Context: an optimization exercise on an open-source flow, tuned for small area and a short achievable clock period. The choices shown serve that exercise and are no tape-out recipe. The RTL was checked by simulation tests, not by an equivalence proof against the original design.

## job 101
==> flow/design.v <==
`timescale 1ns/10ps
module CS(Y, X, reset, clk);
input clk, reset;
input  [7:0] X;
output [9:0] Y;
reg [11:0] v [0:8];      
reg [8:0]  vld;          
reg [11:0] S;            
reg [8:0]  sel;          
reg [80:0] c;            
integer i, j;
wire [7:0]  u8 = (v[8][7:0] * 8'd57) & {8{vld[8]}};
wire [11:0] P  = S - {4'd0, u8};           
wire [11:0] Sn, vx;
wire [8:0]  seln;
wire [8:1]  cn0;
CS_next u_next (
    .X(X), .P(P),
    .v0(v[0]), .v1(v[1]), .v2(v[2]), .v3(v[3]), .v4(v[4]), .v5(v[5]), .v6(v[6]), .v7(v[7]),
    .vld({vld[7:0], ~reset}), .c(c), .Sn(Sn), .vx(vx), .cn0(cn0), .seln(seln));
always @(posedge clk or posedge reset) begin
    if (reset) begin
        vld <= 9'd0;
        S   <= 12'd0;
    end else begin
        vld <= {vld[7:0], 1'b1};
        S   <= Sn;
    end
end
always @(posedge clk) begin
    v[0] <= vx;
    for (i = 0; i < 8; i = i + 1) v[i+1] <= v[i];
    sel <= seln;
    c[8:0] <= {cn0, 1'b0};
    for (i = 1; i < 9; i = i + 1)
        for (j = 0; j < 9; j = j + 1)
            if (j > i) c[i*9+j] <= c[(i-1)*9+j-1];
            else       c[i*9+j] <= 1'b0;
end
CS_out u_out (
    .S(S), .sel(sel),
    .v0(v[0]), .v1(v[1]), .v2(v[2]), .v3(v[3]), .v4(v[4]), .v5(v[5]), .v6(v[6]), .v7(v[7]), .v8(v[8]),
    .Y(Y));
endmodule
module CS_next(X, P, v0, v1, v2, v3, v4, v5, v6, v7, vld, c, Sn, vx, cn0, seln);
input  [7:0]  X;
input  [11:0] P;
input  [11:0] v0, v1, v2, v3, v4, v5, v6, v7;
input  [8:0]  vld;       
input  [80:0] c;
output [11:0] Sn, vx;
output [8:1]  cn0;
output reg [8:0] seln;
wire [11:0] v [0:7];
assign v[0] = v0; assign v[1] = v1; assign v[2] = v2; assign v[3] = v3;
assign v[4] = v4; assign v[5] = v5; assign v[6] = v6; assign v[7] = v7;
assign Sn = P + {4'd0, X};
assign vx = {1'b0, X, 3'b000} + {4'd0, X};    
reg [8:0] Fn;    
reg [8:0] cx;    
integer i, j;
assign cn0 = cx[8:1];
always @(*) begin
    Fn[0] = ({1'b0, X} <= P[11:3]) & vld[0];    
    for (i = 1; i < 9; i = i + 1) Fn[i] = (v[i-1] <= Sn) & vld[i];
    cx[0] = 1'b0;
    for (j = 1; j < 9; j = j + 1) cx[j] = (vx[11:3] > v[j-1][11:3]);
    for (i = 0; i < 9; i = i + 1) begin
        seln[i] = Fn[i];
        for (j = 0; j < 9; j = j + 1)
            if (j < i) begin
                if (j == 0) seln[i] = seln[i] & (~Fn[j] | ~cx[i]);
                else        seln[i] = seln[i] & (~Fn[j] | ~c[(j-1)*9+i-1]);
            end else if (j > i) begin
                if (i == 0) seln[i] = seln[i] & (~Fn[j] | cx[j]);
                else        seln[i] = seln[i] & (~Fn[j] | c[(i-1)*9+j-1]);
            end
    end
end
endmodule
module CS_out(S, sel, v0, v1, v2, v3, v4, v5, v6, v7, v8, Y);
input  [11:0] S;
input  [8:0]  sel;
input  [11:0] v0, v1, v2, v3, v4, v5, v6, v7, v8;
output [9:0]  Y;
wire [11:0] A9 = ({12{sel[0]}} & v0) | ({12{sel[1]}} & v1) | ({12{sel[2]}} & v2)
               | ({12{sel[3]}} & v3) | ({12{sel[4]}} & v4) | ({12{sel[5]}} & v5)
               | ({12{sel[6]}} & v6) | ({12{sel[7]}} & v7) | ({12{sel[8]}} & v8);
wire [12:0] T = {1'b0, S} + {1'b0, A9};
assign Y = T[12:3];
endmodule
Settings: LEC_CHECK=0, CAP_MARGIN=20, CORE_MARGIN=2, CORE_UTILIZATION=40, CTS_BUF_LIST=sky130_fd_sc_hd__clkbuf_8, CTS_CLUSTER_DIAMETER=100, CTS_CLUSTER_SIZE=20, SLEW_MARGIN=20, TNS_END_PERCENT=0; clock period 20.0 ns.
standard.sh (not shown) runs the stock make flow with config.mk's settings and CLKGATE_MAP_FILE= SYNTH_SCRIPT=/design/flow/synth_recipe.tcl, a recipe that flattens the netlist after the stock synthesis.
==> flow/flow/run.sh <==
#!/bin/bash
# The standard flow's own layout (standard.sh), with the synthesis of flow/my_synth.tcl: no
# adder-cell extraction before abc; abc maps the logic between X and the next
# window (module CS_next) and between the registers and Y (module CS_out) with
# flow/abc_fast.script and the rest with flow/abc.script; then the design is
# flattened as in the standard flow's synthesis.
# Ports are buffered with buf_2 cells instead of the delay buffers buffer_ports picks.
# The resizer's timing repair aims for 12.3 ns of setup slack (a 7.7 ns period).
set -euo pipefail
here=$(pwd)
export ABC_SCRIPT_FILE=$here/flow/abc.script
export ABC_FAST_SCRIPT_FILE=$here/flow/abc_fast.script
export FAST_MODULES="CS_next CS_out"
bash standard.sh SYNTH_SCRIPT=$here/flow/my_synth.tcl "SYNTH_KEEP_MODULES=CS_next CS_out" \
  "BUFFER_PORTS_ARGS=-buffer_cell sky130_fd_sc_hd__buf_2" \
  SETUP_SLACK_MARGIN=12.3 finish > standard.log 2>&1
==> flow/flow/abc.script <==
strash
ifraig
scorr
dc2
dretime
strash
&get -n
&dch -f
&nf {D}
&put
==> flow/flow/abc_fast.script <==
strash
dc2
&get -n
&dch
&nf
&put
topo
buffer -p
upsize -D 1800
dnsize -D 1800
==> flow/flow/my_synth.tcl <==
# The standard flow's synthesis (synth_recipe.tcl) with these changes: no full/half adder cells
# are extracted before abc; abc maps with flow/abc.script; and the modules named
# in FAST_MODULES (kept apart until then by SYNTH_KEEP_MODULES) are mapped by abc
# with flow/abc_fast.script. The design is flattened afterwards as the standard flow's is.
proc synth {args} { yosys synth -nofsm -noshare {*}$args }
proc extract_fa {args} { puts "extract_fa skipped" }
proc abc_with_script {args script} {
  set out {}
  set skip 0
  foreach a $args {
    if {$skip} { set skip 0; continue }
    if {$a eq "-script"} { lappend out -script $script; set skip 1; continue }
    lappend out $a
  }
  return $out
}
proc abc {args} {
  set fast {}
  if {[info exists ::env(FAST_MODULES)]} { set fast $::env(FAST_MODULES) }
  if {$fast ne ""} {
    set fa [abc_with_script $args $::env(ABC_FAST_SCRIPT_FILE)]
    puts "abc (fast): $fa $fast"
    yosys abc {*}$fa {*}$fast
    set na [abc_with_script $args $::env(ABC_SCRIPT_FILE)]
    puts "abc (rest): $na $::env(DESIGN_NAME)"
    yosys abc {*}$na $::env(DESIGN_NAME)
  } else {
    set na [abc_with_script $args $::env(ABC_SCRIPT_FILE)]
    yosys abc {*}$na
  }
}
source $::env(SCRIPTS_DIR)/synth.tcl
# left out here: clear keep_hierarchy, flatten, clean up, hide names made inside functions, write 1_2_yosys.v
Input changes introduced in job 102 (baseline for comparison: job 101):
# job 101
export LEC_CHECK = 0
export CAP_MARGIN = 20
export CORE_MARGIN = 2
export CORE_UTILIZATION = 40
export CTS_BUF_LIST = sky130_fd_sc_hd__clkbuf_8
export CTS_CLUSTER_DIAMETER = 100
export CTS_CLUSTER_SIZE = 20
export SLEW_MARGIN = 20
export TNS_END_PERCENT = 0
create_clock -name core_clock -period 20.0 [get_ports {clk}]
# job 102
export LEC_CHECK = 0
export CAP_MARGIN = 20
export CORE_MARGIN = 2
export CORE_UTILIZATION = 40
export CTS_BUF_LIST = sky130_fd_sc_hd__clkbuf_8
export CTS_CLUSTER_DIAMETER = 100
export CTS_CLUSTER_SIZE = 20
export SLEW_MARGIN = 20
export TNS_END_PERCENT = 5
create_clock -name core_clock -period 20.0 [get_ports {clk}]
diff --git a/flow/flow/run.sh b/flow/flow/run.sh
--- a/flow/flow/run.sh
+++ b/flow/flow/run.sh
@@ -6,5 +6,5 @@
 # flattened as in the standard flow's synthesis.
 # Ports are buffered with buf_2 cells instead of the delay buffers buffer_ports picks.
-# The resizer's timing repair aims for 12.3 ns of setup slack (a 7.7 ns period).
+# The resizer's timing repair aims for 13.1 ns of setup slack (a 6.9 ns period).
 set -euo pipefail
 here=$(pwd)
@@ -14,3 +14,3 @@
 bash standard.sh SYNTH_SCRIPT=$here/flow/my_synth.tcl "SYNTH_KEEP_MODULES=CS_next CS_out" \
   "BUFFER_PORTS_ARGS=-buffer_cell sky130_fd_sc_hd__buf_2" \
-  SETUP_SLACK_MARGIN=12.3 finish > standard.log 2>&1
+  SETUP_SLACK_MARGIN=13.1 finish > standard.log 2>&1
==> run notes <==
Job 101: all stages complete, timing, DRC and antenna checks passed. In summary, job 102 completed successfully, with a layout that passed the timing, DRC and antenna checks. The higher number of clock-tree buffers in the layout of job 102 and job 101 is in job 102. Of job 102 and job 101, the lower number of gates resized after CTS belongs to job 101. Changes observed in job 102 relative to job 101: sequential cell count saw little to no change, maximum frequency saw an increase, via count saw an increase. Per the comparison of job 102 with job 101, via count of the first global-routing pass now larger, wire length now larger, number of pins with negative max-slew slack in the final report comparable. Met3 demand-to-capacity share in global routing: job 102 vs job 101, no meaningful difference.
Edits applied to the flow inputs when going from job 102 to job 103:
# job 102
export LEC_CHECK = 0
export CAP_MARGIN = 20
export CORE_MARGIN = 2
export CORE_UTILIZATION = 40
export CTS_BUF_LIST = sky130_fd_sc_hd__clkbuf_8
export CTS_CLUSTER_DIAMETER = 100
export CTS_CLUSTER_SIZE = 20
export SLEW_MARGIN = 20
export TNS_END_PERCENT = 5
create_clock -name core_clock -period 20.0 [get_ports {clk}]
# job 103
export LEC_CHECK = 0
export CAP_MARGIN = 20
export CORE_MARGIN = 2
export CORE_UTILIZATION = 40
export CTS_BUF_LIST = sky130_fd_sc_hd__clkbuf_8
export CTS_CLUSTER_DIAMETER = 100
export CTS_CLUSTER_SIZE = 20
export SLEW_MARGIN = 20
create_clock -name core_clock -period 20.0 [get_ports {clk}]
diff --git a/flow/flow/run.sh b/flow/flow/run.sh
--- a/flow/flow/run.sh
+++ b/flow/flow/run.sh
@@ -6,5 +6,5 @@
 # flattened as in the standard flow's synthesis.
 # Ports are buffered with buf_2 cells instead of the delay buffers buffer_ports picks.
-# The resizer's timing repair aims for 13.1 ns of setup slack (a 6.9 ns period).
+# The resizer's timing repair aims for 12.3 ns of setup slack (a 7.699999999999999 ns period).
 set -euo pipefail
 here=$(pwd)
@@ -14,3 +14,3 @@
 bash standard.sh SYNTH_SCRIPT=$here/flow/my_synth.tcl "SYNTH_KEEP_MODULES=CS_next CS_out" \
   "BUFFER_PORTS_ARGS=-buffer_cell sky130_fd_sc_hd__buf_2" \
-  SETUP_SLACK_MARGIN=13.1 finish > standard.log 2>&1
+  SETUP_SLACK_MARGIN=12.3 finish > standard.log 2>&1
Changes observed in job 103 relative to job 102: met3 demand-to-capacity share in global routing flat, detail-routed via count per cell +0.35%, count of clock-buffer cells in the layout decreased 2. Job 103 — final net count 1.2% lower, job 102 as reference. In job 103 relative to job 102, final area had gone down by a few percent. CTS clock-pin slew for the worst setup and hold paths across job 103 and job 102: no real change. NOTE: final hold slack in job 103 falls short of that of job 102.
For job 104, these inputs were changed with respect to job 103:
diff --git a/flow/flow/run.sh b/flow/flow/run.sh
--- a/flow/flow/run.sh
+++ b/flow/flow/run.sh
@@ -6,5 +6,4 @@
 # flattened as in the standard flow's synthesis.
 # Ports are buffered with buf_2 cells instead of the delay buffers buffer_ports picks.
-# The resizer's timing repair aims for 12.3 ns of setup slack (a 7.699999999999999 ns period).
 set -euo pipefail
 here=$(pwd)
@@ -13,4 +12,3 @@
 export FAST_MODULES="CS_next CS_out"
 bash standard.sh SYNTH_SCRIPT=$here/flow/my_synth.tcl "SYNTH_KEEP_MODULES=CS_next CS_out" \
-  "BUFFER_PORTS_ARGS=-buffer_cell sky130_fd_sc_hd__buf_2" \
-  SETUP_SLACK_MARGIN=12.3 finish > standard.log 2>&1
+  "BUFFER_PORTS_ARGS=-buffer_cell sky130_fd_sc_hd__buf_2" finish > standard.log 2>&1
==> comparison <==
- Per the final summary, job 104 finished and its layout is clean on timing, DRC and antenna.
- Compared with job 103, in job 104 total non-filler cell area in the finished layout saw a decrease, number of clock buffers in the layout has remained practically unchanged, final wirelength moved down.
- Relative to job 103, the number of DRC markers in iteration 0 of job 104 is lower by about 8%.
- Measured against job 104, the number of non-clock buffers in the layout of job 103 comes out at 1.4 times the reference value.
- Max freq job 103 -> job 104: degraded
- Final routed wire length divided by cell count across job 103 and job 104: no real change.
- Met3 global-route usage: job 104 vs job 103, no meaningful difference
- The period utilization in job 104 was higher than what job 103 gave.
Changes in job 105 relative to job 104:
diff --git a/flow/flow/run.sh b/flow/flow/run.sh
--- a/flow/flow/run.sh
+++ b/flow/flow/run.sh
@@ -6,4 +6,5 @@
 # flattened as in the standard flow's synthesis.
 # Ports are buffered with buf_2 cells instead of the delay buffers buffer_ports picks.
+# The resizer's timing repair aims for 12.5 ns of setup slack (a 7.5 ns period).
 set -euo pipefail
 here=$(pwd)
@@ -12,3 +13,4 @@
 export FAST_MODULES="CS_next CS_out"
 bash standard.sh SYNTH_SCRIPT=$here/flow/my_synth.tcl "SYNTH_KEEP_MODULES=CS_next CS_out" \
-  "BUFFER_PORTS_ARGS=-buffer_cell sky130_fd_sc_hd__buf_2" finish > standard.log 2>&1
+  "BUFFER_PORTS_ARGS=-buffer_cell sky130_fd_sc_hd__buf_2" \
+  SETUP_SLACK_MARGIN=12.5 finish > standard.log 2>&1
### Flow results
Comparing job 105 and job 104, the lower area of the multi-input gates is on job 104.
Diff job 105..job 104 | hold slack | negligible
Against job 104, job 105 reports a portion of the layout cell area used by non-clock buffers that is higher.
Job 104 → job 105: first-iteration DRC count rose by 11%, post-detailed-routing wire length rose by about 1.7%.
Comparing job 105 and job 104, arrival time at the worst endpoint is lower on job 105.
Diff job 104..job 105 | multi-input combinational cell count | unchanged
In the metrics for job 105 and job 104, the one carrying the higher sequential portion of the cell area is job 104.

static timing again, ports no longer ideal:
No port has a modelled driver above. Below, the same layouts with a new extraction and two added sets of constraints. Step 1 sets driving cells, clkbuf_16 on the clock port and buf_2 on the other inputs (assumed; they add their load-dependent delay and slew). Step 2 adds t to the input delays and takes it off the output delays; t is the mean of the earliest and latest rising clock arrival at the registers after step 1. Input paths then give back, and output paths get back, about the clock's delay inside the block. a / b / c = ideal / step 1 / step 2; a / b = the first two.
run	t, ns	slack for setup (ns)	worst register clock-pin slew, ns
job 101	0.510	12.381 / 12.341 / 12.027	0.10 / 0.10
job 102	0.518	12.688 / 12.669 / 12.186	0.10 / 0.10
job 103	0.508	12.453 / 12.414 / 12.041	0.10 / 0.10
job 104	0.512	12.000 / 11.961 / 11.664	0.10 / 0.10
job 105	0.508	12.593 / 12.555 / 12.182	0.10 / 0.10
After both steps setup and hold are still met in every run listed. For job 102, which loses most, drivers alone change the setup slack by -0.019 ns; drivers and shift together by -0.502 ns.
